What follows belongs to an exercise in optimizing a design on an open flow for small area; a production flow would make more cautious choices.
At most, simulation tests tie the RTL to the original design; equivalence was not proved.

==> job 6744 <==
## project_top
module project_top (
    input wire       clk,
    input wire       reset,
    input wire       btnU,
    input wire       btnD,
    input wire       btnR,
    input wire       btnL,
    input wire [3:0] sw,
    input wire       sw15,
    input wire       dht11_in,
    input wire       rx,
    input wire       echo,
    output wire       dht11_out,
    output wire       dht11_oe,
    output wire       trig,
    output wire       tx,
    output wire       disp_setting,
    output wire       disp_uart_sw0,
    output wire [1:0] disp_status,
    output wire [6:0] disp_msec,
    output wire [5:0] disp_sec,
    output wire [5:0] disp_min,
    output wire [5:0] disp_hour,
    output wire [7:0] disp_rh,
    output wire [7:0] disp_temp,
    output wire [9:0] disp_dist
);
    reg [1:0] t2;
    reg [9:0] tu;
    reg [2:0] t5;
    always @(posedge clk, posedge reset) begin
        if (reset) begin
            t2 <= 2'd0;
            tu <= 10'd0;
            t5 <= 3'd5;
        end else begin
            t2 <= t2 + 2'd1;
            if (t2 == 2'd3) tu <= {tu[8:0], tu[9] ^ tu[2] ^ (tu[8:0] == 9'd0)};
            case (t5)
                3'd4:    t5 <= 3'd0;
                3'd5:    t5 <= 3'd1;
                default: t5 <= t5 + 3'd1;
            endcase
        end
    end
    wire started   = (t5 != 3'd5);
    wire baud_tick = (t5 == 3'd0);                        
    wire tu_zero   = (tu == 10'd0);
    wire tick4     = (t2 == 2'd0) & started;              
    wire sec_tick  = tick4 & tu_zero;                     
    wire db_clk    = (t5 == 3'd0) & ~t2[0];               
    wire db_phase  = (t5 == 3'd1) & t2[0];                
    reg [2:0] auto_cnt;
    always @(posedge clk, posedge reset) begin
        if (reset) auto_cnt <= 3'd0;
        else if (sec_tick) auto_cnt <= (auto_cnt == 3'd5) ? 3'd1 : auto_cnt + 3'd1;
    end
    wire auto_update = (auto_cnt == 3'd5) & (t2 == 2'd1) & tu_zero;    
  ...
==> flow/config.mk <==
export PLATFORM = sky130hd
export DESIGN_NAME = project_top
export DESIGN_NICKNAME = project_top
export VERILOG_FILES = /design/flow/design.v
export SDC_FILE = /design/flow/constraint.sdc
export NUM_CORES = 4
export LEC_CHECK = 0
export ABC_AREA = 1
export ABC_CLOCK_PERIOD_IN_PS = 10000
export CAP_MARGIN = 20
export CORE_MARGIN = 2
export CORE_UTILIZATION = 65
export PLACE_DENSITY = 0.75
export SLEW_MARGIN = 20
==> flow/constraint.sdc <==
create_clock -name core_clock -period 10.0 [get_ports {clk}]
set_input_delay 2.0000 -clock core_clock [delete_from_list [all_inputs] [get_ports {clk}]]
set_output_delay 2.0000 -clock core_clock [all_outputs]
set_load 0.01 [all_outputs]
standard.sh (not shown) runs the stock make flow with config.mk's settings and CLKGATE_MAP_FILE= SYNTH_SCRIPT=/design/flow/synth_recipe.tcl, a recipe that flattens the netlist after the stock synthesis.
==> flow/flow/run.sh <==
#!/bin/bash
set -e
export BUFFER_PORTS_ARGS="-buffer_cell sky130_fd_sc_hd__buf_1"
export CTS_ARGS="-sink_clustering_enable -repair_clock_nets -buf_list sky130_fd_sc_hd__clkbuf_4 -sink_clustering_size 8 -sink_clustering_max_diameter 40 -dont_use_dummy_load"
bash standard.sh > standard.log 2>&1
==> inputs of job 4392, as changes to job 6744 <==
==> flow/flow/run.sh (replaced) <==
#!/bin/bash
# The standard layout with three changes to how it is built:
#  1. after the standard synthesis, the combinational logic is re-mapped with an
#     area-oriented ABC script (flow/resynth.sh, flow/map.abc); every register of the
#     standard synthesis is kept as is (name, cell type, connections)
#  2. ports are buffered with the smallest buffer (buf_1)
#  3. clock tree: clkbuf_4 leaf buffers in small clusters, no dummy loads
# Logs: synth.log, resynth.log, standard.log here; ORFS's own logs under orfs/logs.
set -euo pipefail
export BUFFER_PORTS_ARGS="-buffer_cell sky130_fd_sc_hd__buf_1"
export CTS_ARGS="-sink_clustering_enable -repair_clock_nets -buf_list sky130_fd_sc_hd__clkbuf_4 -sink_clustering_size 8 -sink_clustering_max_diameter 40 -dont_use_dummy_load"
bash standard.sh synth > synth.log 2>&1
R=orfs/results/$FLOW_PLATFORM/project_top/base
cp $R/1_2_yosys.v $R/1_2_yosys_standard.v
bash flow/resynth.sh $R/1_2_yosys_standard.v $R/1_2_yosys.v $PWD/flow/map.abc resynth.log
rm -f $R/1_synth.odb $R/1_synth.sdc
bash standard.sh > standard.log 2>&1
==> flow/flow/map.abc (new file) <==
strash
dc2
dch -f
amap
strash
dc2
dch -f
amap
topo
==> flow/flow/resynth.sh (new file) <==
#!/bin/bash
# Re-map the combinational logic of the standard synthesis netlist with ABC (area
# mapping), keeping every flip-flop instance (name, cell type, connections) unchanged.
# usage: resynth.sh IN.v OUT.v ABC_SCRIPT LOG
set -euo pipefail
IN=$1; OUT=$2; SCR=$3; LOG=$4
YOSYS=${YOSYS_EXE:-$FLOW_HOME/../tools/install/yosys/bin/yosys}
LIB=$FLOW_HOME/platforms/sky130hd/lib/sky130_fd_sc_hd__tt_025C_1v80.lib
DU=""
for c in probe_p_8 probec_p_8 lpflow_bleeder_1 lpflow_clkbufkapwr_1 lpflow_clkbufkapwr_16 \
    lpflow_clkbufkapwr_2 lpflow_clkbufkapwr_4 lpflow_clkbufkapwr_8 lpflow_clkinvkapwr_1 \
    lpflow_clkinvkapwr_16 lpflow_clkinvkapwr_2 lpflow_clkinvkapwr_4 lpflow_clkinvkapwr_8 \
    lpflow_decapkapwr_12 lpflow_decapkapwr_3 lpflow_decapkapwr_4 lpflow_decapkapwr_6 \
    lpflow_decapkapwr_8 lpflow_inputiso0n_1 lpflow_inputiso0p_1 lpflow_inputiso1n_1 \
    lpflow_inputiso1p_1 lpflow_inputisolatch_1 lpflow_isobufsrc_1 lpflow_isobufsrc_16 \
    lpflow_isobufsrc_2 lpflow_isobufsrc_4 lpflow_isobufsrc_8 lpflow_isobufsrckapwr_16 \
    lpflow_lsbuf_lh_hl_isowell_tap_1 lpflow_lsbuf_lh_hl_isowell_tap_2 \
    lpflow_lsbuf_lh_hl_isowell_tap_4 lpflow_lsbuf_lh_isowell_4 lpflow_lsbuf_lh_isowell_tap_1 \
    lpflow_lsbuf_lh_isowell_tap_2 lpflow_lsbuf_lh_isowell_tap_4; do
  DU="$DU -dont_use sky130_fd_sc_hd__$c"
done
# the sequential cells of the netlist are kept as black boxes
SEQ=$(grep -o "sky130_fd_sc_hd__[a-z0-9_]*" "$IN" | sort -u | grep -E "__(df|edf|sdf|dl|sedf)" | tr '\n' ' ')
"$YOSYS" -l "$LOG" -p "
read_liberty -ignore_miss_func $LIB
blackbox $SEQ
read_verilog $IN
hierarchy -top $FLOW_TOP
flatten
opt_clean -purge
abc -script $SCR -liberty $LIB $DU
opt_clean -purge
hilomap -singleton -hicell sky130_fd_sc_hd__conb_1 HI -locell sky130_fd_sc_hd__conb_1 LO
splitnets
opt_clean -purge
insbuf -buf sky130_fd_sc_hd__buf_1 A X
rename -hide w:_*.*
stat -liberty $LIB
write_verilog -noattr -noexpr -nohex -nodec $OUT
" > /dev/null
--- a/flow/config.mk
+++ b/flow/config.mk
@@ -7,8 +7,8 @@
 export LEC_CHECK = 0
 export ABC_AREA = 1
 export ABC_CLOCK_PERIOD_IN_PS = 10000
 export CAP_MARGIN = 20
 export CORE_MARGIN = 2
-export CORE_UTILIZATION = 65
-export PLACE_DENSITY = 0.75
+export CORE_UTILIZATION = 80
+export PLACE_DENSITY = 0.88
 export SLEW_MARGIN = 20
==> inputs of job 9687, as changes to job 6744 <==
==> flow/flow/run.sh (replaced) <==
#!/bin/bash
# The standard layout with three changes to how it is built:
#  1. after the standard synthesis, the combinational logic is re-mapped with an
#     area-oriented ABC script (flow/resynth.sh, flow/map.abc); every register of the
#     standard synthesis is kept as is (name, cell type, connections)
#  2. ports are buffered with the smallest buffer (buf_1)
#  3. clock tree: clkbuf_4 leaf buffers in small clusters, no dummy loads
# Logs: synth.log, resynth.log, standard.log here; ORFS's own logs under orfs/logs.
set -euo pipefail
export BUFFER_PORTS_ARGS="-buffer_cell sky130_fd_sc_hd__buf_1"
export CTS_ARGS="-sink_clustering_enable -repair_clock_nets -buf_list {sky130_fd_sc_hd__clkbuf_2 sky130_fd_sc_hd__clkbuf_4} -sink_clustering_size 8 -sink_clustering_max_diameter 40 -dont_use_dummy_load"
bash standard.sh synth > synth.log 2>&1
R=orfs/results/$FLOW_PLATFORM/project_top/base
cp $R/1_2_yosys.v $R/1_2_yosys_standard.v
bash flow/resynth.sh $R/1_2_yosys_standard.v $R/1_2_yosys.v $PWD/flow/map.abc resynth.log
rm -f $R/1_synth.odb $R/1_synth.sdc
bash standard.sh > standard.log 2>&1
==> flow/flow/map.abc (new file) <==
strash
dc2
dch -f
amap
strash
dc2
dch -f
amap
topo
==> flow/flow/resynth.sh (new file) <==
#!/bin/bash
# Re-map the combinational logic of the standard synthesis netlist with ABC (area
# mapping), keeping every flip-flop instance (name, cell type, connections) unchanged.
# usage: resynth.sh IN.v OUT.v ABC_SCRIPT LOG
set -euo pipefail
IN=$1; OUT=$2; SCR=$3; LOG=$4
YOSYS=${YOSYS_EXE:-$FLOW_HOME/../tools/install/yosys/bin/yosys}
LIB=$FLOW_HOME/platforms/sky130hd/lib/sky130_fd_sc_hd__tt_025C_1v80.lib
DU=""
for c in probe_p_8 probec_p_8 lpflow_bleeder_1 lpflow_clkbufkapwr_1 lpflow_clkbufkapwr_16 \
    lpflow_clkbufkapwr_2 lpflow_clkbufkapwr_4 lpflow_clkbufkapwr_8 lpflow_clkinvkapwr_1 \
    lpflow_clkinvkapwr_16 lpflow_clkinvkapwr_2 lpflow_clkinvkapwr_4 lpflow_clkinvkapwr_8 \
    lpflow_decapkapwr_12 lpflow_decapkapwr_3 lpflow_decapkapwr_4 lpflow_decapkapwr_6 \
    lpflow_decapkapwr_8 lpflow_inputiso0n_1 lpflow_inputiso0p_1 lpflow_inputiso1n_1 \
    lpflow_inputiso1p_1 lpflow_inputisolatch_1 lpflow_isobufsrc_1 lpflow_isobufsrc_16 \
    lpflow_isobufsrc_2 lpflow_isobufsrc_4 lpflow_isobufsrc_8 lpflow_isobufsrckapwr_16 \
    lpflow_lsbuf_lh_hl_isowell_tap_1 lpflow_lsbuf_lh_hl_isowell_tap_2 \
    lpflow_lsbuf_lh_hl_isowell_tap_4 lpflow_lsbuf_lh_isowell_4 lpflow_lsbuf_lh_isowell_tap_1 \
    lpflow_lsbuf_lh_isowell_tap_2 lpflow_lsbuf_lh_isowell_tap_4; do
  DU="$DU -dont_use sky130_fd_sc_hd__$c"
done
# the sequential cells of the netlist are kept as black boxes
SEQ=$(grep -o "sky130_fd_sc_hd__[a-z0-9_]*" "$IN" | sort -u | grep -E "__(df|edf|sdf|dl|sedf)" | tr '\n' ' ')
"$YOSYS" -l "$LOG" -p "
read_liberty -ignore_miss_func $LIB
blackbox $SEQ
read_verilog $IN
hierarchy -top $FLOW_TOP
flatten
opt_clean -purge
abc -script $SCR -liberty $LIB $DU
opt_clean -purge
hilomap -singleton -hicell sky130_fd_sc_hd__conb_1 HI -locell sky130_fd_sc_hd__conb_1 LO
splitnets
opt_clean -purge
insbuf -buf sky130_fd_sc_hd__buf_1 A X
rename -hide w:_*.*
stat -liberty $LIB
write_verilog -noattr -noexpr -nohex -nodec $OUT
" > /dev/null
==> inputs of job 4323, as changes to job 6744 <==
--- a/flow/design.v
+++ b/flow/design.v
@@ -205,21 +205,29 @@
     input  wire [5:0] i_min,
     input  wire [4:0] i_hour,
     output wire       tx
 );
     reg [1:0] state;
+    reg       send;
     reg [5:0] cnt;
     wire      full, empty, busy;
     wire load = (state == 2'd2) & ~full & (cnt < 6'd34);
-    wire send = (state == 2'd2) & (cnt != 6'd0);
     always @(posedge clk, posedge reset) begin
-        if (reset) state <= 2'd0;
-        else begin
+        if (reset) begin
+            state <= 2'd0;
+            send  <= 1'b0;
+        end else begin
             case (state)
                 2'd0: if (start) state <= 2'd1;
                 2'd1: state <= 2'd2;
-                2'd2: if (~full && cnt >= 6'd34) state <= 2'd0;
+                2'd2: if (~full) begin
+                    if (cnt < 6'd34) send <= 1'b1;
+                    else begin
+                        state <= 2'd0;
+                        send  <= 1'b0;
+                    end
+                end
                 default: ;
             endcase
         end
     end
     always @(posedge clk) begin
@@ -321,20 +329,30 @@
     input  wire [7:0] max_humi,
     input  wire [7:0] min_humi,
     output wire       tx
 );
     reg       state;
+    reg       send;
     reg       mode;
     reg [4:0] cnt;
     wire      full, empty, busy;
     wire load = state & ~full & (cnt < 5'd26);
-    wire send = state & (cnt != 5'd0);
     always @(posedge clk, posedge reset) begin
-        if (reset) state <= 1'b0;
-        else if (~state) begin
-            if (temp_start | humi_start) state <= 1'b1;
-        end else if (~full && cnt >= 5'd26) state <= 1'b0;
+        if (reset) begin
+            state <= 1'b0;
+            send  <= 1'b0;
+        end else begin
+            if (~state) begin
+                if (temp_start | humi_start) state <= 1'b1;
+            end else if (~full) begin
+                if (cnt < 5'd26) send <= 1'b1;
+                else begin
+                    state <= 1'b0;
+                    send  <= 1'b0;
+                end
+            end
+        end
     end
     always @(posedge clk) begin
         if (~state) begin
             if (temp_start | humi_start) begin
                 cnt  <= 5'd0;
@@ -843,30 +861,29 @@
     reg [9:0] d_reg;
     assign dist_data = d_reg;
     always @(posedge clk, posedge reset) begin
         if (reset) begin
             d_state <= 1'b0;
+            d_cnt   <= 6'd0;
             d_reg   <= 10'd0;
         end else if (tick) begin
             if (~d_state) begin
                 if (echo) begin
                     d_state <= 1'b1;
                     d_reg   <= 10'd0;
                 end
             end else begin
-                if (d_cnt == 6'd62) d_reg <= d_reg + 10'd1;
-                else if (~echo) d_state <= 1'b0;
+                if (d_cnt == 6'd62) begin
+                    d_cnt <= 6'd0;
+                    d_reg <= d_reg + 10'd1;
+                end else if (~echo) begin
+                    d_state <= 1'b0;
+                    d_cnt   <= 6'd0;
+                end else d_cnt <= {d_cnt[4:0], ~(d_cnt[5] ^ d_cnt[0])};
             end
         end
     end
-    always @(posedge clk) begin
-        if (~d_state) d_cnt <= 6'd0;
-        else if (tick) begin
-            if (d_cnt == 6'd62 || ~echo) d_cnt <= 6'd0;
-            else d_cnt <= {d_cnt[4:0], ~(d_cnt[5] ^ d_cnt[0])};
-        end
-    end
     reg       t_state;
     reg       t_reg;
     reg [3:0] t_cnt;     
     assign trig = t_reg;
     always @(posedge clk, posedge reset) begin
==> flow/flow/run.sh (replaced) <==
#!/bin/bash
set -e
cp standard.sh standard_sh.txt
cp synth_recipe.tcl synth_recipe_tcl.txt
export BUFFER_PORTS_ARGS="-buffer_cell sky130_fd_sc_hd__buf_1"
export CTS_ARGS="-sink_clustering_enable -repair_clock_nets -buf_list sky130_fd_sc_hd__clkbuf_4 -sink_clustering_size 10 -sink_clustering_max_diameter 50 -dont_use_dummy_load"
bash standard.sh > standard.log 2>&1
==> results.ini <==
[run_status]
status=finished clean

[synth]
synthAdderAreaFrac_pct=8.98
syn_inst=2607
synthSimpleGateAreaFrac_pct=22.0
synth_top_family_by_area=simple AND/OR/NAND/NOR gates

[worst_setup_path]
slowest_delay_ns=0.41

[finish]
buffers=79
multiInputCombCellCount=1800

# the run above: job 4323

==> results.ini <==
[synth]
synthAdderAreaFrac_pct=9.01
synthSimpleGateAreaFrac_pct=21.8
syn_inst=2636

[worst_setup_path]
slowest_delay_ns=0.79

[finish]
multiInputCombCellCount=1816
buffers=81

[run_status]
status=finished clean

# the run above: job 6744

==> results.ini <==
[synth]
syn_inst=2082

[finish]
multiInputCombCellCount=1387
buffers=78

[worst_setup_path]
slowest_delay_ns=0.82

[cts]
clk_pin_slew_ns=0.09

[sta]
finClkSkew_ns=0.0875

[run_status]
status=finished clean

# the run above: job 9687

==> results.ini <==
[run_status]
status=finished clean

[finish]
buf_share_pct=1.76
seqCellArea_um2=8680
nNonClkInverters=333
multiInputCombCellCount=1387
buffers=78

[hold_path]
min_to=U_WATCH.rxd2$_DFF_PP0_
hold_path.class=reg -> reg

[worst_setup_path]
path_cells=clkinv_1, o32ai_1, or4_1, o221ai_1, a221oi_1, nand2_1, a21oi_1, nor2_1, a31oi_1, nor2b_1, nor2_1, nor2_1, nor2_1, nor2_1, a21oi_1, o21ai_0, clkinv_1, a21oi_1, nand2_1, clkinv_1, nor2_1, nor2_1, clkinv_1, o21bai_1
slowest_delay_ns=0.79

[synth]
syn_inst=2082

[drt]
vias=16800

[floorplan]
floorplan.die_area_um2=22900
core_um2=21200

[global_route]
first_global_vias=16000

# the run above: job 4392

The RTL of job 4323 was laid out without a check of its function.

-- port drivers added, routing unchanged --
In the flow no input, the clock included, has a driving cell. The finished layouts below were timed again as built, in two steps.
Step 1 sets driving cells, clkbuf_16 on the clock port and buf_2 on the other inputs (assumed; they add their load-dependent delay and slew).
Step 2 adds t to the input delays and takes it off the output delays; t is the mean of the earliest and latest rising clock arrival at the registers after step 1. Input paths then give back, and output paths get back, about the clock's delay inside the block.
a / b / c = ideal ports / drivers / drivers and shift; a / b = the first two.
run	t (ns)	setup WS [ns]	hold WS [ns]	slew at the worst register clock pin (ns)	pins driven straight from the clock port
job 6744	0.776	4.810 / 4.810 / 4.810	0.358 / 0.358 / 0.358	0.10 / 0.10	1
job 4392	0.726	3.626 / 3.626 / 3.626	0.353 / 0.353 / 0.353	0.11 / 0.11	1
job 9687	0.716	3.855 / 3.855 / 3.855	0.354 / 0.354 / 0.354	0.11 / 0.11	1
job 4323	0.709	5.099 / 5.099 / 5.099	0.386 / 0.386 / 0.386	0.12 / 0.12	1
After both steps setup and hold are still met in every run listed.
